Context: an optimization exercise on an open-source flow, tuned for a short achievable clock period and few clock cycles. The choices shown serve that exercise and are no tape-out recipe. Where RTL was checked, it was by simulation tests only, not by an equivalence proof against the original. The RTL of runs 2 to 4 was laid out without a check of its function. The clock port is modelled as an ideal driver; clocking choices that lean on that would not hold on a real chip. Power and IR drop assume default switching activity.

File: flow/flow/run.sh
#!/bin/bash
# Layout flow: the standard synthesis, unchanged, then the standard ORFS
# steps with these settings changed:
#  - ports are buffered with a plain buffer (by default the port buffering
#    picks a delay cell, which the footprint-bound sizing then mostly keeps);
#  - the resizer may swap a cell for one of the same function with another
#    footprint;
#  - CTS ends with a second timing repair pass (flow/extra_repair.tcl).
# Each step's output is kept in a log of its own here.
set -euo pipefail
bash standard.sh synth > synth.log 2>&1
bash standard.sh "BUFFER_PORTS_ARGS=-buffer_cell sky130_fd_sc_hd__buf_6" MATCH_CELL_FOOTPRINT=0 \
	"POST_CTS_TCL=$PWD/flow/extra_repair.tcl" finish > layout.log 2>&1
File: flow/standard.sh
#!/bin/bash
# synth_recipe.tcl (not shown) runs the flow's synth.tcl, then flattens the netlist and writes it again
# the make line also repeats each setting of config.mk as NAME=value (left out here)
make -C /OpenROAD-flow-scripts/flow DESIGN_CONFIG=/design/flow/config.mk WORK_HOME=/design/flow/orfs CLKGATE_MAP_FILE= SYNTH_SCRIPT=/design/flow/synth_recipe.tcl "${@:-finish}"
File: flow/design.v
module ALU (
	input [63:0] base,
	input [8:0] imm,
	output [63:0] addr
);
	wire [8:0] lp, lg;
	wire [8:0] a1, b1, a2, b2, a3, b3, c;
	genvar i;
	generate
		for (i = 0; i < 9; i = i + 1) begin : lo
			Xor2 cp (base[i], imm[i], lp[i]);
			And2 cg (base[i], imm[i], lg[i]);
			if (i >= 1) PreI c1 (lg[i], lp[i], lg[i-1], lp[i-1], a1[i], b1[i]);
			else begin assign a1[i] = ~lg[i]; assign b1[i] = ~lp[i]; end
			if (i >= 2) PreN c2 (a1[i], b1[i], a1[i-2], b1[i-2], a2[i], b2[i]);
			else begin assign a2[i] = ~a1[i]; assign b2[i] = ~b1[i]; end
			if (i >= 4) PreI c3 (a2[i], b2[i], a2[i-4], b2[i-4], a3[i], b3[i]);
			else begin assign a3[i] = ~a2[i]; assign b3[i] = ~b2[i]; end
			if (i >= 8) GenN c4 (a3[i], b3[i], a3[i-8], c[i]);
			else assign c[i] = ~a3[i];
		end
	endgenerate
	wire [8:0] lo_sum = lp ^ {c[7:0], 1'b0};
	wire c9 = c[8];
	wire [54:0] hi = base[63:9];
	wire [54:0] o0 = hi, z0 = ~hi;
	wire [54:0] o1, z1, o2, z2, o3, z3, o4, z4, o5, z5, o6, z6;
	generate
		for (i = 0; i < 55; i = i + 1) begin : pre
			if (i >= 1) begin AndI ao1 (o0[i], o0[i-1], o1[i]); AndI az1 (z0[i], z0[i-1], z1[i]); end
			else begin assign o1[i] = ~o0[i]; assign z1[i] = ~z0[i]; end
			if (i >= 2) begin AndN ao2 (o1[i], o1[i-2], o2[i]); AndN az2 (z1[i], z1[i-2], z2[i]); end
			else begin assign o2[i] = ~o1[i]; assign z2[i] = ~z1[i]; end
			if (i >= 4) begin AndI ao3 (o2[i], o2[i-4], o3[i]); AndI az3 (z2[i], z2[i-4], z3[i]); end
			else begin assign o3[i] = ~o2[i]; assign z3[i] = ~z2[i]; end
			if (i >= 8) begin AndN ao4 (o3[i], o3[i-8], o4[i]); AndN az4 (z3[i], z3[i-8], z4[i]); end
			else begin assign o4[i] = ~o3[i]; assign z4[i] = ~z3[i]; end
			if (i >= 16) begin AndI ao5 (o4[i], o4[i-16], o5[i]); AndI az5 (z4[i], z4[i-16], z5[i]); end
			else begin assign o5[i] = ~o4[i]; assign z5[i] = ~z4[i]; end
			if (i >= 32) begin AndN ao6 (o5[i], o5[i-32], o6[i]); AndN az6 (z5[i], z5[i-32], z6[i]); end
			else begin assign o6[i] = ~o5[i]; assign z6[i] = ~z5[i]; end
		end
	endgenerate
	wire [54:0] ones = {o6[53:0], 1'b1};
	wire [54:0] zeros = {z6[53:0], 1'b1};
	wire up = c9 & ~imm[8];
	wire down = ~c9 & imm[8];
	assign addr = {hi ^ (({55{up}} & ones) | ({55{down}} & zeros)), lo_sum};
endmodule
module ALUControl (
	input [63:0] a,
	input [63:0] b,       
	input cin,
	input add,
	input and_,
	input orr,
	output z
);
	wire [63:0] p, g, an, bad_add;
	genvar i;
	generate
		for (i = 0; i < 64; i = i + 1) begin : bt
			Xor2 cp (a[i], b[i], p[i]);
			Or2 cg (a[i], b[i], g[i]);
			And2 ca (a[i], b[i], an[i]);
			if (i == 0) Xor2 cb (p[i], cin, bad_add[i]);
			else Xor2 cb (p[i], g[i-1], bad_add[i]);
		end
	endgenerate
	wire nz_add, nz_and, nz_orr;
	SignExtend t_add (.v(bad_add), .nz(nz_add));
	SignExtend t_and (.v(an), .nz(nz_and));
	SignExtend t_orr (.v(g), .nz(nz_orr));
	assign z = (add & ~nz_add) | (and_ & ~nz_and) | (orr & ~nz_orr);
endmodule
module Adder (
	input [63:0] a,
	input [63:0] b,
	input cin,
	output [63:0] sum,
	output [63:0] sumn
);
	wire [63:0] p, g;
	genvar i;
	generate
		for (i = 0; i < 64; i = i + 1) begin : pg
			Xor2 cp (a[i], b[i], p[i]);
			And2 cg (a[i], b[i], g[i]);
		end
	endgenerate
	wire [63:0] g0 = {g[62:0], cin};
	wire [63:0] p0 = {p[62:0], 1'b0};
	wire [63:0] g1, p1, g2, p2, g3, p3, g4, p4, g5, p5, g6;
	generate
		for (i = 0; i < 64; i = i + 1) begin : l
			if (i >= 1) PreI c1 (g0[i], p0[i], g0[i-1], p0[i-1], g1[i], p1[i]);
			else begin assign g1[i] = ~g0[i]; assign p1[i] = ~p0[i]; end
			if (i >= 2) PreN c2 (g1[i], p1[i], g1[i-2], p1[i-2], g2[i], p2[i]);
			else begin assign g2[i] = ~g1[i]; assign p2[i] = ~p1[i]; end
			if (i >= 4) PreI c3 (g2[i], p2[i], g2[i-4], p2[i-4], g3[i], p3[i]);
			else begin assign g3[i] = ~g2[i]; assign p3[i] = ~p2[i]; end
			if (i >= 8) PreN c4 (g3[i], p3[i], g3[i-8], p3[i-8], g4[i], p4[i]);
			else begin assign g4[i] = ~g3[i]; assign p4[i] = ~p3[i]; end
			if (i >= 16) PreI c5 (g4[i], p4[i], g4[i-16], p4[i-16], g5[i], p5[i]);
			else begin assign g5[i] = ~g4[i]; assign p5[i] = ~p4[i]; end
			if (i >= 32) GenN c6 (g5[i], p5[i], g5[i-32], g6[i]);
			else assign g6[i] = ~g5[i];
		end
	endgenerate
	generate
		for (i = 0; i < 64; i = i + 1) begin : s
			Xor2 cs (p[i], g6[i], sum[i]);
			Xnor2 cn (p[i], g6[i], sumn[i]);
		end
	endgenerate
endmodule
module ControlUnit (
	input [31:0] inst,
	input [9:0] pc,
	input dwr,              
	input [4:0] d_rd,
	input d_zok,            
	input x_wr,
	input [4:0] x_rd,
	input w_wr,
	input [4:0] w_rd,
	input w_z,
	input [30:0] zf,
	output t0,
	output ta,
	output tb,
	output stall,
	output cbz_d,           
	output [9:0] q_t,
	output [9:0] q_nt,
	output [9:0] tgt_cbz
);
	wire isB = inst[31:26] == 6'b000101;
	wire isCBZ = inst[31:24] == 8'hB4;
	wire isLDST = (inst[31:23] == 9'b111110000) & ~inst[21];    
	wire [4:0] rn = inst[9:5];
	wire [4:0] rt = inst[4:0];
	wire rt31 = rt == 5'd31;
	wire eq_dt, eq_xt, eq_wt, eq_dn;
	HazardDetectionUnit c_dt (.a(d_rd), .b(rt), .eq(eq_dt));
	HazardDetectionUnit c_xt (.a(x_rd), .b(rt), .eq(eq_xt));
	HazardDetectionUnit c_wt (.a(w_rd), .b(rt), .eq(eq_wt));
	HazardDetectionUnit c_dn (.a(d_rd), .b(rn), .eq(eq_dn));
	wire xt = dwr & eq_dt;
	wire wt = x_wr & eq_xt;
	wire w2t = w_wr & eq_wt;
	wire zrf = rt31 | zf[rt];
	wire e = rt31 | (~xt & ~wt & (w2t ? w_z : zrf));
	assign t0 = isB | (isCBZ & e);
	assign ta = isCBZ & xt & d_zok;
	assign tb = isCBZ & ~xt & wt;
	assign cbz_d = isCBZ & ~rt31 & xt & ~d_zok;
	assign stall = isLDST & dwr & eq_dn;
	wire [9:0] tgtB, tgtC;
	ProgramCounter add_b (.a(pc), .b(inst[9:0]), .sum(tgtB));
	ProgramCounter add_c (.a(pc), .b(inst[14:5]), .sum(tgtC));
	wire [9:0] seq = pc + 10'd1;
	assign tgt_cbz = tgtC;
	assign q_t = stall ? pc : isB ? tgtB : tgtC;
	assign q_nt = stall ? pc : seq;
endmodule
module DataMemoryMUX (
	input [63:0] a,
	input [63:0] b,
	input add,            
	input sub,
	input and_,
	input orr,
	output z
);
	wire [63:0] p, g, an, bad_add;
	genvar i;
	generate
		for (i = 0; i < 64; i = i + 1) begin : bt
			Xor2 cp (a[i], b[i], p[i]);
			Or2 cg (a[i], b[i], g[i]);
			And2 ca (a[i], b[i], an[i]);
			if (i == 0) assign bad_add[i] = p[i];
			else Xor2 cb (p[i], g[i-1], bad_add[i]);
		end
	endgenerate
	wire nz_add, nz_sub, nz_and, nz_orr;
	SignExtend t_add (.v(bad_add), .nz(nz_add));
	SignExtend t_sub (.v(p), .nz(nz_sub));
	SignExtend t_and (.v(an), .nz(nz_and));
	SignExtend t_orr (.v(g), .nz(nz_orr));
	assign z = (add & ~nz_add) | (sub & ~nz_sub) | (and_ & ~nz_and) | (orr & ~nz_orr);
endmodule
module EXMEM (
	input CLOCK,
	input d,
	output reg q
);
	always @(posedge CLOCK)
		q <= d;
endmodule
module ForwardingUnitALUMuxA (
	input s0, input [63:0] d0,
	input s1, input [63:0] d1,
	input s2, input [63:0] d2,
	output [63:0] y
);
	wire [63:0] n0, n1, n2;
	genvar i;
	generate
		for (i = 0; i < 64; i = i + 1) begin : b
			AndI c0 (s0, d0[i], n0[i]);
			AndI c1 (s1, d1[i], n1[i]);
			AndI c2 (s2, d2[i], n2[i]);
			Nand3 o (n0[i], n1[i], n2[i], y[i]);
		end
	endgenerate
endmodule
module ForwardingUnitALUMuxB (
	input e0s, input [63:0] e0,
	input e1s, input [63:0] e1,
	input e2s, input [63:0] e2,
	input e3s, input [63:0] e3,
	input l0s, input [63:0] l0,
	input l1s, input [63:0] l1,
	output [63:0] y
);
	genvar i;
	generate
		for (i = 0; i < 64; i = i + 1) begin : b
			wire n0, n1, n2, n3, en, m0, m1;
			AndI c0 (e0s, e0[i], n0);
			AndI c1 (e1s, e1[i], n1);
			AndI c2 (e2s, e2[i], n2);
			AndI c3 (e3s, e3[i], n3);
			And4 ce (n0, n1, n2, n3, en);      
			AndI d0 (l0s, l0[i], m0);
			AndI d1 (l1s, l1[i], m1);
			Nand3 o (en, m0, m1, y[i]);
		end
	endgenerate
endmodule
module HazardDetectionUnit (
	input [4:0] a,
	input [4:0] b,
	output eq
);
	wire [4:0] x;
	genvar i;
	generate
		for (i = 0; i < 5; i = i + 1) begin : bt
			Xnor2 c (a[i], b[i], x[i]);
		end
	endgenerate
	wire n0, n1;
	Nand3 c0 (x[0], x[1], x[2], n0);
	AndI c1 (x[3], x[4], n1);
	Nor2 c2 (n0, n1, eq);
endmodule
module IFID (
	input CLOCK,
	input [9:0] d,
	output reg [9:0] q
);
	always @(posedge CLOCK)
		q <= d;
endmodule
module MEMWB (
	input CLOCK,
	input [63:0] d,
	output reg [63:0] q
);
	always @(posedge CLOCK)
		q <= d;
endmodule
module ProgramCounter (
	input [9:0] a,
	input [9:0] b,
	output [9:0] sum
);
	wire [9:0] p = a ^ b;
	wire [9:0] g = a & b;
	wire [9:0] g1, p1, g2, p2, g3, p3, c;
	genvar i;
	generate
		for (i = 0; i < 10; i = i + 1) begin : l
			if (i >= 1) PreI c1 (g[i], p[i], g[i-1], p[i-1], g1[i], p1[i]);
			else begin assign g1[i] = ~g[i]; assign p1[i] = ~p[i]; end
			if (i >= 2) PreN c2 (g1[i], p1[i], g1[i-2], p1[i-2], g2[i], p2[i]);
			else begin assign g2[i] = ~g1[i]; assign p2[i] = ~p1[i]; end
			if (i >= 4) PreI c3 (g2[i], p2[i], g2[i-4], p2[i-4], g3[i], p3[i]);
			else begin assign g3[i] = ~g2[i]; assign p3[i] = ~p2[i]; end
			if (i >= 8) GenN c4 (g3[i], p3[i], g3[i-8], c[i]);
			else assign c[i] = ~g3[i];
		end
	endgenerate
	assign sum = p ^ {c[8:0], 1'b0};
endmodule
module ProgramCounterMUX (
	input [9:0] q_t,
	input [9:0] q_nt,
	input [9:0] d_tgt,
	input t0,
	input ta,
	input tb,
	input r1,               
	input stall,
	input d_zv,
	input x_zalu,
	input x_isLD,
	input x_ldz,
	output [9:0] pc_next,
	output d_valid_next
);
	wire xz = x_zalu | (x_isLD & x_ldz);
	wire take = t0 | (ta & d_zv) | (tb & xz);
	wire red = r1 & xz;
	assign pc_next = red ? d_tgt : take ? q_t : q_nt;
	assign d_valid_next = ~red & ~stall;
endmodule
module RegisterModule (
	input [31*64-1:0] regs,
	input [4:0] sel,
	output [63:0] q
);
	wire [4:0] seln;
	genvar i, k;
	generate
		for (i = 0; i < 5; i = i + 1) begin : t1
			Inv c (sel[i], seln[i]);
		end
		for (k = 0; k < 8; k = k + 1) begin : s
			wire [4:0] sk;
			for (i = 0; i < 5; i = i + 1) begin : t2
				Inv c (seln[i], sk[i]);
			end
			wire [31*8-1:0] slice;
			for (i = 0; i < 31; i = i + 1) begin : r
				assign slice[i*8 +: 8] = regs[i*64 + k*8 +: 8];
			end
			RegisterMux m (.regs(slice), .sel(sk), .q(q[k*8 +: 8]));
		end
	endgenerate
endmodule
module RegisterMux (
	input [31*8-1:0] regs,
	input [4:0] sel,
	output [7:0] q
);
	wire [7:0] e [0:31];
	genvar i;
	generate
		for (i = 0; i < 31; i = i + 1) begin : ent
			assign e[i] = regs[i*8 +: 8];
		end
	endgenerate
	assign e[31] = 8'b0;
	wire [7:0] m1 [0:7];
	wire [7:0] m2 [0:1];
	generate
		for (i = 0; i < 8; i = i + 1) begin : l1
			assign m1[i] = sel[1] ? (sel[0] ? e[4*i+3] : e[4*i+2]) : (sel[0] ? e[4*i+1] : e[4*i]);
		end
		for (i = 0; i < 2; i = i + 1) begin : l2
			assign m2[i] = sel[3] ? (sel[2] ? m1[4*i+3] : m1[4*i+2]) : (sel[2] ? m1[4*i+1] : m1[4*i]);
		end
	endgenerate
	assign q = sel[4] ? m2[1] : m2[0];
endmodule
module PreI (input g1, input p1, input g0, input p0, output gn, output pn);
	assign gn = ~(g1 | (p1 & g0));
	assign pn = ~(p1 & p0);
endmodule
module PreN (input gn1, input pn1, input gn0, input pn0, output g, output p);
	assign g = ~(gn1 & (pn1 | gn0));
	assign p = ~(pn1 | pn0);
endmodule
module GenI (input g1, input p1, input g0, output gn);
	assign gn = ~(g1 | (p1 & g0));
endmodule
module GenN (input gn1, input pn1, input gn0, output g);
	assign g = ~(gn1 & (pn1 | gn0));
endmodule
module AndI (input a1, input a0, output yn);
	assign yn = ~(a1 & a0);
endmodule
module AndN (input an1, input an0, output y);
	assign y = ~(an1 | an0);
endmodule
module Nand3 (input a, input b, input c, output y);
	assign y = ~(a & b & c);
endmodule
module Xor2 (input a, input b, output y);
	assign y = a ^ b;
endmodule
module Xnor2 (input a, input b, output y);
	assign y = ~(a ^ b);
endmodule
module And2 (input a, input b, output y);
	assign y = a & b;
endmodule
module And4 (input a, input b, input c, input d, output y);
	assign y = a & b & c & d;
endmodule
module Nor2 (input a, input b, output y);
	assign y = ~(a | b);
endmodule
module Inv (input a, output y);
	assign y = ~a;
endmodule
module Or2 (input a, input b, output y);
	assign y = a | b;
endmodule
module SignExtend (
	input [63:0] v,
	output nz
);
	wire [31:0] l1;
	wire [15:0] l2;
	wire [7:0] l3;
	wire [3:0] l4;
	wire [1:0] l5;
	genvar i;
	generate
		for (i = 0; i < 32; i = i + 1) begin : a
			AndN c (v[2*i], v[2*i+1], l1[i]);         
		end
		for (i = 0; i < 16; i = i + 1) begin : b
			AndI c (l1[2*i], l1[2*i+1], l2[i]);       
		end
		for (i = 0; i < 8; i = i + 1) begin : c
			AndN c (l2[2*i], l2[2*i+1], l3[i]);
		end
		for (i = 0; i < 4; i = i + 1) begin : d
			AndI c (l3[2*i], l3[2*i+1], l4[i]);
		end
		for (i = 0; i < 2; i = i + 1) begin : e
			AndN c (l4[2*i], l4[2*i+1], l5[i]);
		end
	endgenerate
	AndI f (l5[0], l5[1], nz);
endmodule
module ARMLEG (
	input CLOCK,
	input RESET,
	output [63:0] imem_addr,
	input [31:0] imem_data,
	output [63:0] dmem_addr,
	output [63:0] dmem_wdata,
	output dmem_we,
	output dmem_re,
	input [63:0] dmem_rdata
);
	integer i;
	reg [9:0] pc;
	reg d_valid;
	reg d_isLD, d_isST, d_add, d_sub, d_and, d_orr, d_cbz, d_wr;
	reg [4:0] d_rd;
	reg [63:0] d_vn, d_vb;          
	reg d_xa, d_wa, d_w2a, d_ra;    
	reg d_xb, d_wb, d_w2b, d_rb;    
	reg d_xa_add, d_xa_and, d_xa_orr, d_xa_ld;    
	reg d_xb_and, d_xb_orr, d_xb_ld, d_xb_addp, d_xb_addn;
	reg [8:0] d_imm;
	reg [9:0] d_tgt;
	reg d_zok;
	reg x_isLD, x_isST, x_add, x_and, x_orr, x_sub, x_wr;
	reg [4:0] x_rd;
	reg [63:0] x_a, x_bi, x_addr;     
	wire [63:0] x_wd;                 
	wire x_we, x_re;                  
	wire [9:0] pc_out;                
	reg w_wr, w2_wr;
	reg [4:0] w_rd, w2_rd;
	reg [63:0] w_res, w2_res;
	reg w_z;
	wire [63:0] w_data;    
	reg [30:0] w_we;       
	reg [63:0] rf [0:30];
	reg [30:0] zf;
	wire [63:0] x_sum, x_sumn;
	Adder alu_add (.a(x_a), .b(x_bi), .cin(x_sub), .sum(x_sum), .sumn(x_sumn));
	wire [63:0] x_andv = x_a & x_bi;
	wire [63:0] x_orv = x_a | x_bi;
	wire [63:0] x_out, x_out2;
	ForwardingUnitALUMuxB mux_x (.e0s(x_isLD), .e0(dmem_rdata), .e1s(x_and), .e1(x_andv), .e2s(x_orr), .e2(x_orv),
		.e3s(1'b0), .e3(64'b0), .l0s(x_add), .l0(x_sum), .l1s(1'b0), .l1(64'b0), .y(x_out));
	ForwardingUnitALUMuxB mux_x2 (.e0s(x_isLD), .e0(dmem_rdata), .e1s(x_and), .e1(x_andv), .e2s(x_orr), .e2(x_orv),
		.e3s(1'b0), .e3(64'b0), .l0s(x_add), .l0(x_sum), .l1s(1'b0), .l1(64'b0), .y(x_out2));
	wire x_zalu, rdata_nz;
	ALUControl zt_alu (.a(x_a), .b(x_bi), .cin(x_sub), .add(x_add), .and_(x_and), .orr(x_orr), .z(x_zalu));
	SignExtend zt_ld (.v(dmem_rdata), .nz(rdata_nz));
	wire x_ldz = ~rdata_nz;
	wire x_z = x_zalu | (x_isLD & x_ldz);
	assign dmem_addr = x_addr;
	assign dmem_wdata = x_wd;
	assign dmem_we = x_we;
	assign dmem_re = x_re;
	MEMWB w_copy (.CLOCK(CLOCK), .d(x_out2), .q(w_data));
	wire [63:0] va, vb;
	ForwardingUnitALUMuxA mux_a (.s0(d_wa), .d0(w_res), .s1(d_w2a), .d1(w2_res), .s2(d_ra), .d2(d_vn), .y(va));
	ForwardingUnitALUMuxA mux_b (.s0(d_wb), .d0(w_res), .s1(d_w2b), .d1(w2_res), .s2(d_rb), .d2(d_vb), .y(vb));
	wire [63:0] sub64 = {64{d_sub}};
	wire [63:0] opa, opbi;
	ForwardingUnitALUMuxB mux_opa (.e0s(d_xa_and), .e0(x_andv), .e1s(d_xa_orr), .e1(x_orv), .e2s(d_xa_ld), .e2(dmem_rdata),
		.e3s(~d_xa), .e3(va), .l0s(d_xa_add), .l0(x_sum), .l1s(1'b0), .l1(64'b0), .y(opa));
	ForwardingUnitALUMuxB mux_opb (.e0s(d_xb_and), .e0(x_andv ^ sub64), .e1s(d_xb_orr), .e1(x_orv ^ sub64),
		.e2s(d_xb_ld), .e2(dmem_rdata ^ sub64), .e3s(~d_xb), .e3(vb ^ sub64),
		.l0s(d_xb_addp), .l0(x_sum), .l1s(d_xb_addn), .l1(x_sumn), .y(opbi));
	MEMWB wd_copy (.CLOCK(CLOCK), .d(opbi), .q(x_wd));    
	wire [63:0] addr, addr_w, addr_w2, addr_rf;
	ALU agu_w (.base(w_res), .imm(d_imm), .addr(addr_w));
	ALU agu_w2 (.base(w2_res), .imm(d_imm), .addr(addr_w2));
	ALU agu_rf (.base(d_vn), .imm(d_imm), .addr(addr_rf));
	ForwardingUnitALUMuxA mux_addr (.s0(d_wa), .d0(addr_w), .s1(d_w2a), .d1(addr_w2), .s2(d_ra), .d2(addr_rf), .y(addr));
	wire d_zv;
	DataMemoryMUX zt_d (.a(d_vn), .b(d_vb), .add(d_add & ~d_sub), .sub(d_sub), .and_(d_and), .orr(d_orr), .z(d_zv));
	assign imem_addr = {52'b0, pc_out, 2'b00};
	wire [31:0] inst = imem_data;
	wire [10:0] op11 = inst[31:21];
	wire f_isB   = inst[31:26] == 6'b000101;
	wire f_isCBZ = inst[31:24] == 8'hB4;
	wire f_isADD = op11 == 11'h458;
	wire f_isSUB = op11 == 11'h658;
	wire f_isAND = op11 == 11'h450;
	wire f_isORR = op11 == 11'h550;
	wire f_isLD  = op11 == 11'h7C2;
	wire f_isST  = op11 == 11'h7C0;
	wire f_isR   = f_isADD | f_isSUB | f_isAND | f_isORR;
	wire [4:0] f_rn = inst[9:5];
	wire [4:0] f_rm = inst[20:16];
	wire [4:0] f_rt = inst[4:0];
	wire [4:0] f_rb = inst[28] ? f_rt : f_rm;
	wire f_rt31 = f_rt == 5'd31;
	wire [31*64-1:0] rf_flat;
	genvar gi;
	generate
		for (gi = 0; gi < 31; gi = gi + 1) begin : rff
			assign rf_flat[gi*64 +: 64] = rf[gi];
		end
	endgenerate
	wire [63:0] f_vn, f_vb;
	RegisterModule rd_n (.regs(rf_flat), .sel(f_rn), .q(f_vn));
	RegisterModule rd_b (.regs(rf_flat), .sel(f_rb), .q(f_vb));
	wire dwr = d_valid & d_wr;
	wire f_xa = dwr & (d_rd == f_rn);
	wire f_wa = x_wr & (x_rd == f_rn);
	wire f_w2a = w_wr & (w_rd == f_rn);
	wire f_xb = dwr & (d_rd == f_rb);
	wire f_wb = x_wr & (x_rd == f_rb);
	wire f_w2b = w_wr & (w_rd == f_rb);
	wire c_t0, c_ta, c_tb, stall, f_cbzD;
	wire [9:0] q_t, q_nt, f_tgtC, pc_next;
	wire dv_next;
	ControlUnit fctl (.inst(inst), .pc(pc), .dwr(dwr), .d_rd(d_rd), .d_zok(d_zok),
		.x_wr(x_wr), .x_rd(x_rd), .w_wr(w_wr), .w_rd(w_rd), .w_z(w_z), .zf(zf),
		.t0(c_t0), .ta(c_ta), .tb(c_tb), .stall(stall), .cbz_d(f_cbzD),
		.q_t(q_t), .q_nt(q_nt), .tgt_cbz(f_tgtC));
	ProgramCounterMUX pc_mux (.q_t(q_t & {10{~RESET}}), .q_nt(q_nt & {10{~RESET}}), .d_tgt(d_tgt & {10{~RESET}}), .t0(c_t0), .ta(c_ta), .tb(c_tb),
		.r1(d_valid & d_cbz), .stall(stall), .d_zv(d_zv), .x_zalu(x_zalu), .x_isLD(x_isLD), .x_ldz(x_ldz),
		.pc_next(pc_next), .d_valid_next(dv_next));
	wire x_ld_next = ~RESET & d_valid & d_isLD;
	wire x_st_next = ~RESET & d_valid & d_isST;
	wire [9:0] pc_d = pc_next;    
	EXMEM re_copy (.CLOCK(CLOCK), .d(x_ld_next), .q(x_re));
	EXMEM we_copy (.CLOCK(CLOCK), .d(x_st_next), .q(x_we));
	IFID pc_copy (.CLOCK(CLOCK), .d(pc_d), .q(pc_out));
	always @(posedge CLOCK) begin
		pc <= pc_d;
		d_valid <= ~RESET & dv_next;
		d_isLD <= f_isLD;
		d_isST <= f_isST;
		d_add <= f_isADD | f_isSUB;
		d_sub <= f_isSUB;
		d_and <= f_isAND;
		d_orr <= f_isORR;
		d_cbz <= f_cbzD;
		d_wr <= (f_isR | f_isLD) & ~f_rt31;
		d_rd <= f_rt;
		d_imm <= inst[20:12];
		d_tgt <= f_tgtC;
		d_vn <= f_vn;
		d_vb <= f_vb;
		d_xa <= f_xa;
		d_wa <= f_wa;
		d_w2a <= f_w2a & ~f_wa;
		d_ra <= ~f_wa & ~f_w2a;
		d_xb <= f_xb;
		d_zok <= (f_isR) & ~f_xa & ~f_wa & ~f_w2a & ~f_xb & ~f_wb & ~f_w2b;
		d_xa_add <= f_xa & d_add;
		d_xa_and <= f_xa & d_and;
		d_xa_orr <= f_xa & d_orr;
		d_xa_ld <= f_xa & d_isLD;
		d_xb_and <= f_xb & d_and;
		d_xb_orr <= f_xb & d_orr;
		d_xb_ld <= f_xb & d_isLD;
		d_xb_addp <= f_xb & d_add & ~f_isSUB;
		d_xb_addn <= f_xb & d_add & f_isSUB;
		d_wb <= f_wb;
		d_w2b <= f_w2b & ~f_wb;
		d_rb <= ~f_wb & ~f_w2b;
		x_isLD <= x_ld_next;
		x_isST <= x_st_next;
		if (RESET || !d_valid)
			x_wr <= 1'b0;
		else
			x_wr <= d_wr;
		x_add <= d_add;
		x_sub <= d_sub;
		x_and <= d_and;
		x_orr <= d_orr;
		x_rd <= d_rd;
		x_a <= opa;
		x_bi <= opbi;
		x_addr <= addr;
		w_wr <= ~RESET & x_wr;
		w_rd <= x_rd;
		w_res <= x_out;
		w_z <= x_z;
		w2_wr <= ~RESET & w_wr;
		w2_rd <= w_rd;
		w2_res <= w_res;
		for (i = 0; i < 31; i = i + 1)
			w_we[i] <= ~RESET & x_wr & (x_rd == i);
		for (i = 0; i < 31; i = i + 1)
			if (w_we[i]) begin
				rf[i] <= w_data;
				zf[i] <= w_z;
			end
	end
endmodule
File: flow/constraint.sdc
create_clock -name core_clock -period 8.0 [get_ports {CLOCK}]
set_input_delay 1.6000 -clock core_clock [delete_from_list [all_inputs] [get_ports {CLOCK}]]
set_output_delay 1.6000 -clock core_clock [all_outputs]
set_load 0.01 [all_outputs]
File: flow/flow/extra_repair.tcl
# A second timing repair pass at the end of CTS (the first one, ORFS's own,
# often stops with paths it could still improve), then legalize again.
estimate_parasitics -placement
repair_timing_helper
set result [catch { detailed_placement } msg]
if { $result != 0 } {
  error "Detailed placement failed after the extra repair: $msg"
}
check_placement -verbose
estimate_parasitics -placement
report_worst_slack -max
File: flow/config.mk
export PLATFORM = sky130hd
export DESIGN_NAME = ARMLEG
export DESIGN_NICKNAME = ARMLEG
export VERILOG_FILES = /design/flow/design.v
export SDC_FILE = /design/flow/constraint.sdc
export NUM_CORES = 8
export LEC_CHECK = 0
export CAP_MARGIN = 20
export CORE_MARGIN = 2
export CORE_UTILIZATION = 30
export GPL_TIMING_DRIVEN = 1
export SETUP_SLACK_MARGIN = 5
export SLEW_MARGIN = 20
export SYNTH_HIERARCHICAL = 1
==> results.yml, run 1 <==
finish:
  nFillCells: 49700
  drive_above_1_share_pct: 21.0
  fin_util_pct: 36.7
  finalNonFillerCells: 22900
  nets: 16000
  syn_to_final_growth_pct: 21.8
power_and_ir_drop:
  leakage_nw: 65.6
  vdd_ir_drop_max_mv: 0.178
  power_density_nw_per_um2: 220
worst_setup_path:
  cp.buffers_inverters: 1
  crit_path_start: "x_addr[60]"
  max_stage_delay_ps: 440
  worstPathArrival_ps: 1590
  r2r-start: "d_imm[6]"
  cpLargestDelayFamily: "flip-flops"
  crit_type: "reg -> out"
  crit_fanout: 1
  crit_slowest_cell: "dfxtp_4"
  critPathCaptureType: "output pin"
  cp.required_ps: 6400
  crit_chain: "buf_6"
  start_kind: "flip-flop"
timing:
  rsz0062_at_grt: "true"
  fmax_ghz: 0.314
  finalHoldViolCount: 0
  setup_viol: 0
  fin_tns_setup_ps: 0
  relSlewSlack_pct: 21.0
  timing.hold.ws_ps: 356
  period_share_pct: 39.9
  fin_ws_ps: 4810
  min_period_ps: 3190
  skew_ps: 148
  drv_slew: 0
  worst_slew_pin_slew_ps: 1180
die:
  die_x_um: 716
  io_pins: 292
  die-area_um2: 513000
  core_um2: 506000
  rows: 261
  initial_core_util_pct: 30.1
  die_h_um: 716
place:
  dp_hpwl_um: 464000
  place.gp.congestion: 1.04
  place_inst: 22100
  place_ws_ps: 2740
  numPortBuffers: 237
clocking:
  path_clk_slew_ps: 60
  clk_latency_ps: 1060
  clock_sinks: 2713
  cts_tree: "yes"
logic_synthesis:
  ys.warnings.count: 12
  avgSynthCellArea_um2: 10.2
  synth_cells: 14900
  syn_area_um2: 152000
global_route:
  grt_util_all_layers_pct: 24.2
  grt_max_degree: 102
  antenna_found_initial: 56
  grt_pass1_vias: 119000
  grt_pass1_wl_um: 894000
  overflow: 0
route:
  vias: 124000
  via_per_inst: 5.39
  ant_nets: 0
  wl_um: 650000
  wire_per_inst_um: 28.3
  firstDrtPassIters: 8
  drt_iter0_drc: 15600
  drc: 0
min_path:
  min_from: "d_add"
  hold_class: "reg -> reg"
flow_run:
  cap_violations: 0
outcome:
  outcome: "finished clean"
==> final cells by class <==
cell class,count,area (um2),share of cell area [%]
multi-input combinational,11700,80700,43.5
antenna,43,108,0.0580
tap,6706,8390,4.52
clock buffer,409,8520,4.59
inverter,545,2530,1.37
timing repair buffer,669,7650,4.12
timing repair inverter,5,52.6,0.0283
clock inverter,175,2190,1.18
sequential,2713,75400,40.6
==> worst paths after layout <==
check / end / slack (ps) / cells after the start
hold / removal: x_add / 360 / 0
setup / recovery: dmem_addr[60] / 4810 / 1
hold reg to reg: x_add / 360 / 0
setup reg to reg: x_addr[18] / 4900 / 15
==> flip-flops by register name (all words and copies together) (netlist names), 5 cells and up <==
name,count
d_imm,9
d_rd,5
d_tgt,10
d_vb,64
d_vn,64
pc,10
pc_copy.q,10
rf,1984
w2_res,64
w_copy.q,64
w_rd,5
w_res,64
w_we,31
wd_copy.q,64
x_a,64
x_addr,64
x_bi,64
x_rd,5
zf,31
==> power breakdown <==
| group | switching (mW) | total [mW] | internal (mW) |
|---|---|---|---|
| clock | 6.42 | 15.1 | 8.66 |
| sequential | 1.17 | 16.8 | 15.6 |
| combinational | 5.66 | 8.96 | 3.30 |
| total | 13.2 | 40.9 | 27.6 |
==> stage by stage <==
stage               cell area (um2)  power, mW
floorplan                    155000       21.3
global route                 185000       42.1
detailed placement           164000       24.4
finish                       185000       40.9
global placement             164000       24.4
==> metal layers <==
layer / track usage (%) / up-vias / wire length, um
li1: - / 54400 / -
met1: 31.9 / 61400 / 260000
met2: 37.5 / 6501 / 287000
met3: 5.36 / 1254 / 65400
met4: 12.3 / 12 / 37500
met5: 0 / - / 67
==> layout by cell type, fill, tap and decap left out, types with 49 or more instances in the layout <==
| cell type | count |
|---|---|
| conb_1 | 694 |
| buf_6 | 265 |
| buf_12 | 70 |
| inv_1 | 455 |
| a21oi_1 | 142 |
| a22oi_2 | 49 |
| buf_4 | 285 |
| nor2_2 | 52 |
| a211oi_2 | 128 |
| o211ai_1 | 129 |
| edfxtp_1 | 2015 |
| nor4_2 | 79 |
| mux2i_1 | 1432 |
| o22ai_2 | 56 |
| xnor2_1 | 272 |
| dfxtp_2 | 285 |
| dfxtp_4 | 140 |
| clkbuf_1 | 67 |
| clkinv_2 | 58 |
| or2_2 | 90 |
| and4_1 | 257 |
| xor2_1 | 556 |
| and2_1 | 288 |
| nor3_1 | 119 |
| nand3_1 | 370 |
| mux4_2 | 261 |
| or2_1 | 120 |
| xor2_4 | 81 |
| o221ai_1 | 229 |
| nand2_1 | 3298 |
| o21ai_2 | 145 |
| o22ai_1 | 380 |
| xor2_2 | 58 |
| clkbuf_16 | 336 |
| o21ai_0 | 129 |
| nor2_1 | 1301 |
| dfxtp_1 | 273 |
| nand2_2 | 71 |
| a21oi_2 | 223 |
==> worst reg2reg max path, stage by stage, from the launching register on <==
cell and delay, ps:
dfxtp_4 430, buf_12 170, xor2_4 210, nand2_2 110
nor2_4 140, nand2_2 60, o21ai_2 200, buf_6 220
ha_4 230, buf_4 130, buf_8 110, clkbuf_2 170
a22oi_1 130, xnor2_1 410, nand2_1 100, nand3_1 120
Testbench counts, summed over its fixed seeds: cycles 121,605.
==> inputs of run 2 (changes only) <==
--- a/flow/design.v
+++ b/flow/design.v
@@ -133,7 +133,10 @@
 	output cbz_d,           
 	output [9:0] q_t,
 	output [9:0] q_nt,
-	output [9:0] tgt_cbz
+	output [9:0] tgt_cbz,
+	input btb_hit,
+	input [9:0] btb_tgt,
+	output [9:0] tgt_b      
 );
 	wire isB = inst[31:26] == 6'b000101;
 	wire isCBZ = inst[31:24] == 8'hB4;
@@ -162,7 +165,8 @@
 	wire [9:0] seq = pc + 10'd1;
 	assign tgt_cbz = tgtC;
 	assign q_t = stall ? pc : isB ? tgtB : tgtC;
-	assign q_nt = stall ? pc : seq;
+	assign q_nt = stall ? pc : btb_hit ? btb_tgt : seq;
+	assign tgt_b = tgtB;
 endmodule
 module DataMemoryMUX (
 	input [63:0] a,
@@ -549,13 +553,21 @@
 	wire f_xb = dwr & (d_rd == f_rb);
 	wire f_wb = x_wr & (x_rd == f_rb);
 	wire f_w2b = w_wr & (w_rd == f_rb);
+	reg [15:0] btb_v;
+	reg [5:0] btb_tag [0:15];
+	reg [9:0] btb_tg [0:15];
+	wire btb_hit = btb_v[pc[3:0]] & (btb_tag[pc[3:0]] == pc[9:4]);
+	wire [9:0] btb_t = btb_tg[pc[3:0]];
+	wire [9:0] f_tgtB;
+	wire [9:0] btb_key = pc - 10'd1;    
 	wire c_t0, c_ta, c_tb, stall, f_cbzD;
 	wire [9:0] q_t, q_nt, f_tgtC, pc_next;
 	wire dv_next;
 	ControlUnit fctl (.inst(inst), .pc(pc), .dwr(dwr), .d_rd(d_rd), .d_zok(d_zok),
 		.x_wr(x_wr), .x_rd(x_rd), .w_wr(w_wr), .w_rd(w_rd), .w_z(w_z), .zf(zf),
 		.t0(c_t0), .ta(c_ta), .tb(c_tb), .stall(stall), .cbz_d(f_cbzD),
-		.q_t(q_t), .q_nt(q_nt), .tgt_cbz(f_tgtC));
+		.q_t(q_t), .q_nt(q_nt), .tgt_cbz(f_tgtC),
+		.btb_hit(btb_hit), .btb_tgt(btb_t), .tgt_b(f_tgtB));
 	ProgramCounterMUX pc_mux (.q_t(q_t & {10{~RESET}}), .q_nt(q_nt & {10{~RESET}}), .d_tgt(d_tgt & {10{~RESET}}), .t0(c_t0), .ta(c_ta), .tb(c_tb),
 		.r1(d_valid & d_cbz), .stall(stall), .d_zv(d_zv), .x_zalu(x_zalu), .x_isLD(x_isLD), .x_ldz(x_ldz),
 		.pc_next(pc_next), .d_valid_next(dv_next));
@@ -567,6 +579,13 @@
 	IFID pc_copy (.CLOCK(CLOCK), .d(pc_d), .q(pc_out));
 	always @(posedge CLOCK) begin
 		pc <= pc_d;
+		if (RESET)
+			btb_v <= 16'b0;
+		else if (f_isB) begin
+			btb_v[btb_key[3:0]] <= 1'b1;
+			btb_tag[btb_key[3:0]] <= btb_key[9:4];
+			btb_tg[btb_key[3:0]] <= f_tgtB;
+		end
 		d_valid <= ~RESET & dv_next;
 		d_isLD <= f_isLD;
 		d_isST <= f_isST;
==> results.yml, run 2 <==
power_and_ir_drop:
  vdd_ir_drop_max_mv: 0.191
  power_density_nw_per_um2: 225
  power_frac_comb_pct: 20.7
  p_seq_share_pct: 41.7
  p_int_mw: 30.3
  leakage_nw: 68.9
  p_clk_share_pct: 37.6
  power_switching_mw: 14.0
  switching_share_pct: 31.6
route:
  drt_iter0_drc: 15900
  vias: 129000
  wl_um: 682000
  via_per_inst: 5.39
  wire_per_inst_um: 28.5
  ant_nets: 0
  firstDrtPassIters: 6
  drc: 0
die:
  die_x_um: 741
  die-area_um2: 550000
  core_um2: 541000
  rows: 270
  initial_core_util_pct: 30.1
  die_h_um: 741
  io_pins: 292
worst_setup_path:
  worstPathArrival_ps: 4180
  crit_fanout: 5
  critPathCaptureType: "flip-flop"
  start_kind: "input pin"
  cp.required_ps: 8860
  crit_type: "in -> reg"
logic_synthesis:
  ys.warnings.count: 12
  avgSynthCellArea_um2: 10.6
  synth_cells: 15400
  syn_area_um2: 163000
global_route:
  grt_max_degree: 112
  overflow: 0
  grt_pass1_wl_um: 943000
  grt_util_all_layers_pct: 23.8
  antenna_found_initial: 88
  grt_pass1_vias: 123000
timing:
  relSlewSlack_pct: 25.0
  worst_slew_pin_slew_ps: 1130
  drv_slew: 0
  fin_tns_setup_ps: 0
  rsz0062_at_grt: "true"
  finalHoldViolCount: 0
  period_share_pct: 41.5
  setup_viol: 0
  min_period_ps: 3320
  skew_ps: 108
  fmax_ghz: 0.301
finish:
  layout_commonest_cell: "nand2_1"
  syn_to_final_growth_pct: 20.6
  drive_above_1_share_pct: 20.0
  final_cell_mix: "3354 x nand2_1, 2271 x edfxtp_1, 1448 x mux2i_1"
  nFillCells: 53200
  largest_reg_flops: 1984
  fin_util_pct: 36.4
  regMostFlops: "rf"
  nets: 16500
clocking:
  cts_tree: "yes"
  clock_sinks: 2985
  path_clk_slew_ps: 60
  clk_latency_ps: 1030
flow_run:
  cap_violations: 0
place:
  place.gp.congestion: 1.02
  numPortBuffers: 237
  dp_hpwl_um: 483000
outcome:
  outcome: "finished clean"
min_path:
  hold_class: "reg -> reg"
[run 2: cell types whose count changed in the layout (fill, tap and decap cells not counted), moves of 52 or more]
cell	delta
edfxtp_1	+256
nand2_2	-54
dfxtp_1	+52
nand2_1	+56
mux4_2	+78
[run 2: cell type report]
| cell class | count | area, um2 | area share (%) |
|---|---|---|---|
| inverter | 547 | 2670 | 1.36 |
| tap | 7208 | 9020 | 4.58 |
| antenna | 44 | 110 | 0.0560 |
| clock buffer | 451 | 9500 | 4.83 |
| timing repair buffer | 624 | 7260 | 3.69 |
| sequential | 2985 | 83200 | 42.3 |
| clock inverter | 184 | 2320 | 1.18 |
| multi-input combinational | 11900 | 82600 | 42.0 |
| timing repair inverter | 4 | 26.3 | 0.0134 |
[run 2: power groups by stage]
stage	logic, mW	registers [mW]	clock network (mW)
after floorplan	5.14	18.0	0
after global placement	7.85	18.6	0
after global routing	9.62	18.5	17.4
final	9.15	18.5	16.6
after detailed placement	7.87	18.6	0
[run 2: per-stage QoR]
stage                     std cells  hold slack (ps)  instance area, um2  total power, mW  worst slack, ps
final                         23900              374              197000             44.2             4680
after floorplan               16100              339              167000             23.2             4600
after global routing          23900              372              197000             45.5             4610
after detailed placement      23100              358              176000             26.5             2810
after global placement        23100              354              176000             26.4             2840
[run 2: worst paths after layout]
kind	from	endpoint	slack, ps	depth (start not counted)
max reg2reg	x_bi[23]	pc[0]	4710	16
min	d_add	x_add	370	0
min reg2reg	d_add	x_add	370	0
max	dmem_rdata[29]	pc[0]	4680	14
[run 2: critical path, cell delays in order]
cell	delay, ps
buf_6	100
nor2_1	110
nand2_1	90
nor2_2	410
nand2_1	310
nor2_1	300
nand2_1	170
inv_1	130
a21o_4	230
a221oi_4	100
buf_12	170
buf_8	150
mux2i_1	120
a21oi_1	170
[run 2: metal layers]
layer	up-vias	global-route usage [%]	routed length, um
li1	56500	-	-
met1	64200	31.6	276000
met2	6875	36.3	298000
met3	1418	4.74	63500
met4	52	13.3	44300
met5	-	0	365
==> inputs of run 3 (changes only) <==
--- a/flow/config.mk
+++ b/flow/config.mk
@@ -7,7 +7,7 @@
 export LEC_CHECK = 0
 export CAP_MARGIN = 20
 export CORE_MARGIN = 2
-export CORE_UTILIZATION = 30
+export CORE_UTILIZATION = 35
 export GPL_TIMING_DRIVEN = 1
 export SETUP_SLACK_MARGIN = 5
 export SLEW_MARGIN = 20
==> results.yml, run 3 <==
clocking:
  clk_latency_ps: 1010
  cts_tree: "yes"
  clock_sinks: 2985
  path_clk_slew_ps: 60
die:
  rows: 250
  die_x_um: 687
  die-area_um2: 472000
  io_pins: 292
  die_h_um: 687
  initial_core_util_pct: 35.2
  core_um2: 464000
worst_setup_path:
  crit_chain: "buf_6 > nor2_1 > nand2_1 > nor2_1 > nand2_1 > nor2_1 > nand2_1 > inv_1 > a21o_4 > a221oi_4 > buf_6 > mux2i_1 > a21oi_1"
  worstReg2RegEnd: "pc_copy.q[5]"
  cp.buffers_inverters: 3
  crit_slowest_cell: "nor2_1"
  cpLargestDelayFamily: "simple AND/OR/NAND/NOR gates"
  cp.required_ps: 8870
  worstPathArrival_ps: 4430
  rrSetupSlack_ps: 4490
  ff2ff_path_depth: 13
  crit_type: "in -> reg"
  start_kind: "input pin"
  crit_path_start: "dmem_rdata[38]"
  crit_fanout: 10
  max_stage_delay_ps: 470
  critPathCaptureType: "flip-flop"
  r2r-start: "d_vn[61]"
finish:
  final_cell_mix: "3313 x nand2_1, 2271 x edfxtp_1, 1450 x mux2i_1"
  nets: 16600
  largest_reg_flops: 1984
  finalNonFillerCells: 23000
  drive_above_1_share_pct: 21.4
  regMostFlops: "rf"
  layout_commonest_cell: "nand2_1"
  syn_to_final_growth_pct: 20.8
timing:
  worst_slew_pin_slew_ps: 1150
  skew_ps: 73.6
  fin_tns_setup_ps: 0
  relSlewSlack_pct: 23.6
  drv_slew: 0
  fmax_ghz: 0.280
  setup_viol: 0
  rsz0062_at_grt: "true"
  finalHoldViolCount: 0
  period_share_pct: 44.6
  min_period_ps: 3570
power_and_ir_drop:
  leakage_nw: 69.7
  power_density_nw_per_um2: 224
  vdd_ir_drop_max_mv: 0.167
global_route:
  overflow: 0
  grt_pass1_vias: 124000
  grt_max_degree: 113
  grt_util_all_layers_pct: 27.9
  antenna_found_initial: 78
  grt_pass1_wl_um: 944000
route:
  via_per_inst: 5.64
  highest_layer: "met5"
  drt_iter0_drc: 15100
  wl_met2_um: 298000
  vias: 130000
  wl_um: 684000
  ant_nets: 0
  wire_per_inst_um: 29.7
  met3_length_um: 64800
  drt-met1-wl_um: 277000
  drc: 0
  firstDrtPassIters: 6
min_path:
  min_path_cells: 0
  hold_class: "reg -> reg"
  min_from: "w_res[33]"
  hold_end: "w2_res[33]"
place:
  place_inst: 22000
  place.gp.congestion: 1.04
  numPortBuffers: 237
  dp_hpwl_um: 479000
logic_synthesis:
  syn_area_um2: 163000
  avgSynthCellArea_um2: 10.6
  synth_cells: 15400
  ys.warnings.count: 12
flow_run:
  cap_violations: 0
outcome:
  outcome: "finished clean"
==> run 3: where the power goes <==
group / internal (mW) / leakage (nW) / switching, mW
logic: 3.43 / 37.4 / 5.88
registers: 17.2 / 26.7 / 1.27
clock network: 9.46 / 5.62 / 6.84
==> run 3: cell type report <==
class                   instances  area [um2]
inverters                     547        2660
well taps                    6174        7720
multi-input cells           11900       83600
repair inverters                9        96.3
fillers                     43900      267000
clock inverters               179        2040
diodes                         49         123
repair buffers                713        8220
flip-flops and latches       2985       83200
clock buffers                 451        9480
==> run 3: how the worst max path moves through the flow <==
stage,slack [ps],end,depth (start not counted)
after floorplan,4600,pc[0],10
after global placement,2870,d_vn[43],8
after detailed placement,2850,d_vn[43],8
after global routing,4500,pc_copy.q[6],14
final,4430,pc_copy.q[5],13
==> run 3: routing by layer <==
layer | GRT usage [%] | up-vias
met2 | 42.3 | 6921
met3 | 5.97 | 1510
met1 | 37.0 | 64600
li1 | - | 56700
met5 | 0 | -
met4 | 15.6 | 30
==> run 3: through the flow <==
step                      hold WS [ps]  cell area, um2  util [%]  setup WS [ps]  total power, mW
after floorplan                    339          167000         -           4600             23.2
after global placement             428          175000      37.6           2870             26.5
after detailed placement           427          175000      37.6           2850             26.5
after global routing               456          197000      42.5           4500             45.4
final                              454          197000      42.5           4430             44.1
==> run 3: worst register-to-register path, stage by stage (launching register included) <==
cell and delay, ps:
dfxtp_1 310, buf_4 350, xor2_1 180, nor2_1 140, nand2_1 100, nor2_2 440
nand2_1 180, nor2_2 330, nand2_1 120, o2111ai_2 470, a221oi_4 190, buf_6 220
mux2i_1 280, a21oi_1 130
==> inputs of run 4 (changes only) <==
--- a/flow/design.v
+++ b/flow/design.v
@@ -73,6 +73,14 @@
 	SignExtend t_orr (.v(g), .nz(nz_orr));
 	assign z = (add & ~nz_add) | (and_ & ~nz_and) | (orr & ~nz_orr);
 endmodule
+module ALUMux (
+	input d0,
+	input d1,
+	input s,
+	output y
+);
+	assign y = s ? d1 : d0;
+endmodule
 module Adder (
 	input [63:0] a,
 	input [63:0] b,
@@ -133,10 +141,7 @@
 	output cbz_d,           
 	output [9:0] q_t,
 	output [9:0] q_nt,
-	output [9:0] tgt_cbz,
-	input btb_hit,
-	input [9:0] btb_tgt,
-	output [9:0] tgt_b      
+	output [9:0] tgt_cbz
 );
 	wire isB = inst[31:26] == 6'b000101;
 	wire isCBZ = inst[31:24] == 8'hB4;
@@ -165,8 +170,7 @@
 	wire [9:0] seq = pc + 10'd1;
 	assign tgt_cbz = tgtC;
 	assign q_t = stall ? pc : isB ? tgtB : tgtC;
-	assign q_nt = stall ? pc : btb_hit ? btb_tgt : seq;
-	assign tgt_b = tgtB;
+	assign q_nt = stall ? pc : seq;
 endmodule
 module DataMemoryMUX (
 	input [63:0] a,
@@ -261,6 +265,13 @@
 	AndI c1 (x[3], x[4], n1);
 	Nor2 c2 (n0, n1, eq);
 endmodule
+module IDEX (
+	input [3:0] d,
+	input [1:0] s,
+	output y
+);
+	assign y = s[1] ? (s[0] ? d[3] : d[2]) : (s[0] ? d[1] : d[0]);
+endmodule
 module IFID (
 	input CLOCK,
 	input [9:0] d,
@@ -351,25 +362,25 @@
 	input [4:0] sel,
 	output [7:0] q
 );
-	wire [7:0] e [0:31];
-	genvar i;
+	genvar i, j;
 	generate
-		for (i = 0; i < 31; i = i + 1) begin : ent
-			assign e[i] = regs[i*8 +: 8];
-		end
-	endgenerate
-	assign e[31] = 8'b0;
-	wire [7:0] m1 [0:7];
-	wire [7:0] m2 [0:1];
-	generate
-		for (i = 0; i < 8; i = i + 1) begin : l1
-			assign m1[i] = sel[1] ? (sel[0] ? e[4*i+3] : e[4*i+2]) : (sel[0] ? e[4*i+1] : e[4*i]);
-		end
-		for (i = 0; i < 2; i = i + 1) begin : l2
-			assign m2[i] = sel[3] ? (sel[2] ? m1[4*i+3] : m1[4*i+2]) : (sel[2] ? m1[4*i+1] : m1[4*i]);
+		for (j = 0; j < 8; j = j + 1) begin : b
+			wire [31:0] e;
+			for (i = 0; i < 31; i = i + 1) begin : ent
+				assign e[i] = regs[i*8 + j];
+			end
+			assign e[31] = 1'b0;
+			wire [7:0] m1;
+			for (i = 0; i < 8; i = i + 1) begin : l1
+				IDEX c (.d(e[4*i+3:4*i]), .s(sel[1:0]), .y(m1[i]));
+			end
+			wire [1:0] m2;
+			for (i = 0; i < 2; i = i + 1) begin : l2
+				IDEX c (.d(m1[4*i+3:4*i]), .s(sel[3:2]), .y(m2[i]));
+			end
+			ALUMux l3 (.d0(m2[0]), .d1(m2[1]), .s(sel[4]), .y(q[j]));
 		end
 	endgenerate
-	assign q = sel[4] ? m2[1] : m2[0];
 endmodule
 module PreI (input g1, input p1, input g0, input p0, output gn, output pn);
 	assign gn = ~(g1 | (p1 & g0));
@@ -553,21 +564,13 @@
 	wire f_xb = dwr & (d_rd == f_rb);
 	wire f_wb = x_wr & (x_rd == f_rb);
 	wire f_w2b = w_wr & (w_rd == f_rb);
-	reg [15:0] btb_v;
-	reg [5:0] btb_tag [0:15];
-	reg [9:0] btb_tg [0:15];
-	wire btb_hit = btb_v[pc[3:0]] & (btb_tag[pc[3:0]] == pc[9:4]);
-	wire [9:0] btb_t = btb_tg[pc[3:0]];
-	wire [9:0] f_tgtB;
-	wire [9:0] btb_key = pc - 10'd1;    
 	wire c_t0, c_ta, c_tb, stall, f_cbzD;
 	wire [9:0] q_t, q_nt, f_tgtC, pc_next;
 	wire dv_next;
 	ControlUnit fctl (.inst(inst), .pc(pc), .dwr(dwr), .d_rd(d_rd), .d_zok(d_zok),
 		.x_wr(x_wr), .x_rd(x_rd), .w_wr(w_wr), .w_rd(w_rd), .w_z(w_z), .zf(zf),
 		.t0(c_t0), .ta(c_ta), .tb(c_tb), .stall(stall), .cbz_d(f_cbzD),
-		.q_t(q_t), .q_nt(q_nt), .tgt_cbz(f_tgtC),
-		.btb_hit(btb_hit), .btb_tgt(btb_t), .tgt_b(f_tgtB));
+		.q_t(q_t), .q_nt(q_nt), .tgt_cbz(f_tgtC));
 	ProgramCounterMUX pc_mux (.q_t(q_t & {10{~RESET}}), .q_nt(q_nt & {10{~RESET}}), .d_tgt(d_tgt & {10{~RESET}}), .t0(c_t0), .ta(c_ta), .tb(c_tb),
 		.r1(d_valid & d_cbz), .stall(stall), .d_zv(d_zv), .x_zalu(x_zalu), .x_isLD(x_isLD), .x_ldz(x_ldz),
 		.pc_next(pc_next), .d_valid_next(dv_next));
@@ -579,13 +582,6 @@
 	IFID pc_copy (.CLOCK(CLOCK), .d(pc_d), .q(pc_out));
 	always @(posedge CLOCK) begin
 		pc <= pc_d;
-		if (RESET)
-			btb_v <= 16'b0;
-		else if (f_isB) begin
-			btb_v[btb_key[3:0]] <= 1'b1;
-			btb_tag[btb_key[3:0]] <= btb_key[9:4];
-			btb_tg[btb_key[3:0]] <= f_tgtB;
-		end
 		d_valid <= ~RESET & dv_next;
 		d_isLD <= f_isLD;
 		d_isST <= f_isST;
--- a/flow/config.mk
+++ b/flow/config.mk
@@ -7,7 +7,7 @@
 export LEC_CHECK = 0
 export CAP_MARGIN = 20
 export CORE_MARGIN = 2
-export CORE_UTILIZATION = 35
+export CORE_UTILIZATION = 30
 export GPL_TIMING_DRIVEN = 1
 export SETUP_SLACK_MARGIN = 5
 export SLEW_MARGIN = 20
==> results.yml, run 4 <==
route:
  drc: 0
  firstDrtPassIters: 6
  via_per_inst: 5.40
  wl_um: 623000
  wire_per_inst_um: 29.9
  ant_nets: 0
  vias: 112000
  drt_iter0_drc: 15500
worst_setup_path:
  worstReg2RegEnd: "pc_copy.q[1]"
  crit_chain: "buf_12 > mux2i_4 > inv_2 > clkinvlp_4 > buf_12 > buf_12 > clkinvlp_4 > buf_12 > clkbuf_16 > mux4_2 > mux4_2 > mux2_4"
  max_stage_delay_ps: 510
  crit_top_cell: "buf_12"
  cp.buffers_inverters: 8
  crit_type: "in -> reg"
  critPathCaptureType: "flip-flop"
  cpLargestDelayFamily: "multiplexers"
  ff2ff_path_depth: 15
  cp.required_ps: 8860
  crit_slowest_cell: "mux4_2"
  rrSetupSlack_ps: 4890
  crit_fanout: 9
  worstPathArrival_ps: 4210
  r2r-start: "x_a[61]"
  start_kind: "input pin"
die:
  rows: 258
  die_x_um: 707
  io_pins: 292
  die-area_um2: 500000
  initial_core_util_pct: 30.1
  die_h_um: 707
  core_um2: 493000
timing:
  fin_tns_setup_ps: 0
  rsz0062_at_grt: "true"
  timing.hold.ws_ps: 347
  period_share_pct: 41.9
  finalHoldViolCount: 0
  fmax_ghz: 0.299
  relSlewSlack_pct: 18.2
  drv_slew: 0
  fin_ws_ps: 4650
  setup_viol: 0
  min_period_ps: 3350
  worst_slew_pin_slew_ps: 1230
  skew_ps: 147
finish:
  largest_reg_flops: 1984
  regMostFlops: "rf"
  layout_commonest_cell: "nand2_1"
  final_cell_mix: "3276 x nand2_1, 2015 x edfxtp_1, 1286 x mux4_2"
  nets: 14100
  drive_above_1_share_pct: 29.1
  syn_to_final_growth_pct: 24.5
  fin_util_pct: 37.5
power_and_ir_drop:
  leakage_nw: 62.5
  power_density_nw_per_um2: 222
  vdd_ir_drop_max_mv: 0.171
clocking:
  clk_latency_ps: 1070
  path_clk_slew_ps: 60
  clock_sinks: 2713
  cts_tree: "yes"
place:
  place.gp.congestion: 1.04
  numPortBuffers: 237
  place_ws_ps: 2220
  dp_hpwl_um: 418000
logic_synthesis:
  syn_area_um2: 148000
  avgSynthCellArea_um2: 12.1
  synth_cells: 12300
  ys.warnings.count: 11
flow_run:
  cap_violations: 0
min_path:
  hold_class: "reg -> reg"
  hold_end: "x_add"
  min_from: "d_add"
  min_path_cells: 0
global_route:
  overflow: 0
  grt_pass1_wl_um: 849000
  antenna_found_initial: 88
  grt_util_all_layers_pct: 24.1
  grt_pass1_vias: 107000
  grt_max_degree: 121
outcome:
  outcome: "finished clean"
[run 4: worst max-delay path by stage]
| stage | cells past startpoint | start | endpoint |
|---|---|---|---|
| after floorplan | 8 | imem_data[28] | d_vb[0] |
| after global placement | 10 | imem_data[0] | d_vb[27] |
| after detailed placement | 10 | imem_data[0] | d_vb[27] |
| after global routing | 12 | imem_data[28] | d_vb[30] |
| final | 12 | imem_data[28] | d_vb[18] |
[run 4: per-stage QoR]
step                      instances  total power [mW]  area [um2]
after floorplan               13100              21.5      151000
after global placement        19800              24.6      163000
after detailed placement      19800              24.6      163000
after global routing          20800              42.1      185000
final                         20800              40.9      185000
[run 4: metal layers]
layer  track usage (%)  part of all wire, %
met5                 0                0.034
met1              32.2                   39
met4              13.2                  6.5
met2              36.3                   44
met3              5.28                   11
[run 4: worst reg2reg max path, delay by kind of cell, from the launching register on]
kind                      cells  cell delay, ps
muxes                         1             250
buffers and inverters         1             220
and+or+nand+nor               7             580
xor gates and xnor gates      2             380
AOI/OAI and AO/OA             4             990
DFF                           1             500
[run 4: report_power, final]
| part | switching, mW | total (mW) | internal [mW] |
|---|---|---|---|
| clock | 6.36 | 14.8 | 8.43 |
| sequential | 1.23 | 16.9 | 15.7 |
| combinational | 5.46 | 9.21 | 3.75 |
| total | 13.0 | 40.9 | 27.9 |
[run 4: final cells by class]
cell class,count,area (um2)
repair buffers,719,9300
diodes,72,180
inverters,415,2100
flip-flops and latches,2713,75200
clock inverters,186,2140
multi-input cells,9808,79000
repair inverters,14,198
fillers,46800,308000
well taps,6500,8130
clock buffers,384,8350

separate check: timing with driven ports:
No port has a modelled driver above. Below, the same layouts with a new extraction and two added sets of constraints. Step 1 sets driving cells, clkbuf_16 on the clock port and buf_2 on the other inputs (assumed; they add their load-dependent delay and slew). Step 2, shift: input delay + t, output delay - t, t = (earliest + latest rising clock arrival at the registers) / 2. This alone moves slack from input paths to output paths. a / b / c = no drivers / after step 1 / after step 2; a / b = the first two.
| run | shift t [ns] | setup WS [ns] | hold WS [ns] | clock arrival spread, ns |
|---|---|---|---|---|
| run 1 | 1.097 | 4.810 / 4.699 / 3.903 | 0.356 / 0.356 / 0.356 | 0.153 / 0.153 |
| run 2 | 1.099 | 4.681 / 4.598 / 3.677 | 0.374 / 0.374 / 0.374 | 0.110 / 0.111 |
| run 3 | 1.101 | 4.434 / 4.311 / 3.211 | 0.454 / 0.454 / 0.454 | 0.082 / 0.081 |
| run 4 | 1.109 | 4.651 / 4.692 / 3.582 | 0.347 / 0.347 / 0.347 | 0.154 / 0.153 |
After both steps setup and hold are still met in every run listed. The setup slack of run 3, which loses most, moves by -0.123 ns with the drivers and by -1.223 ns with both steps.
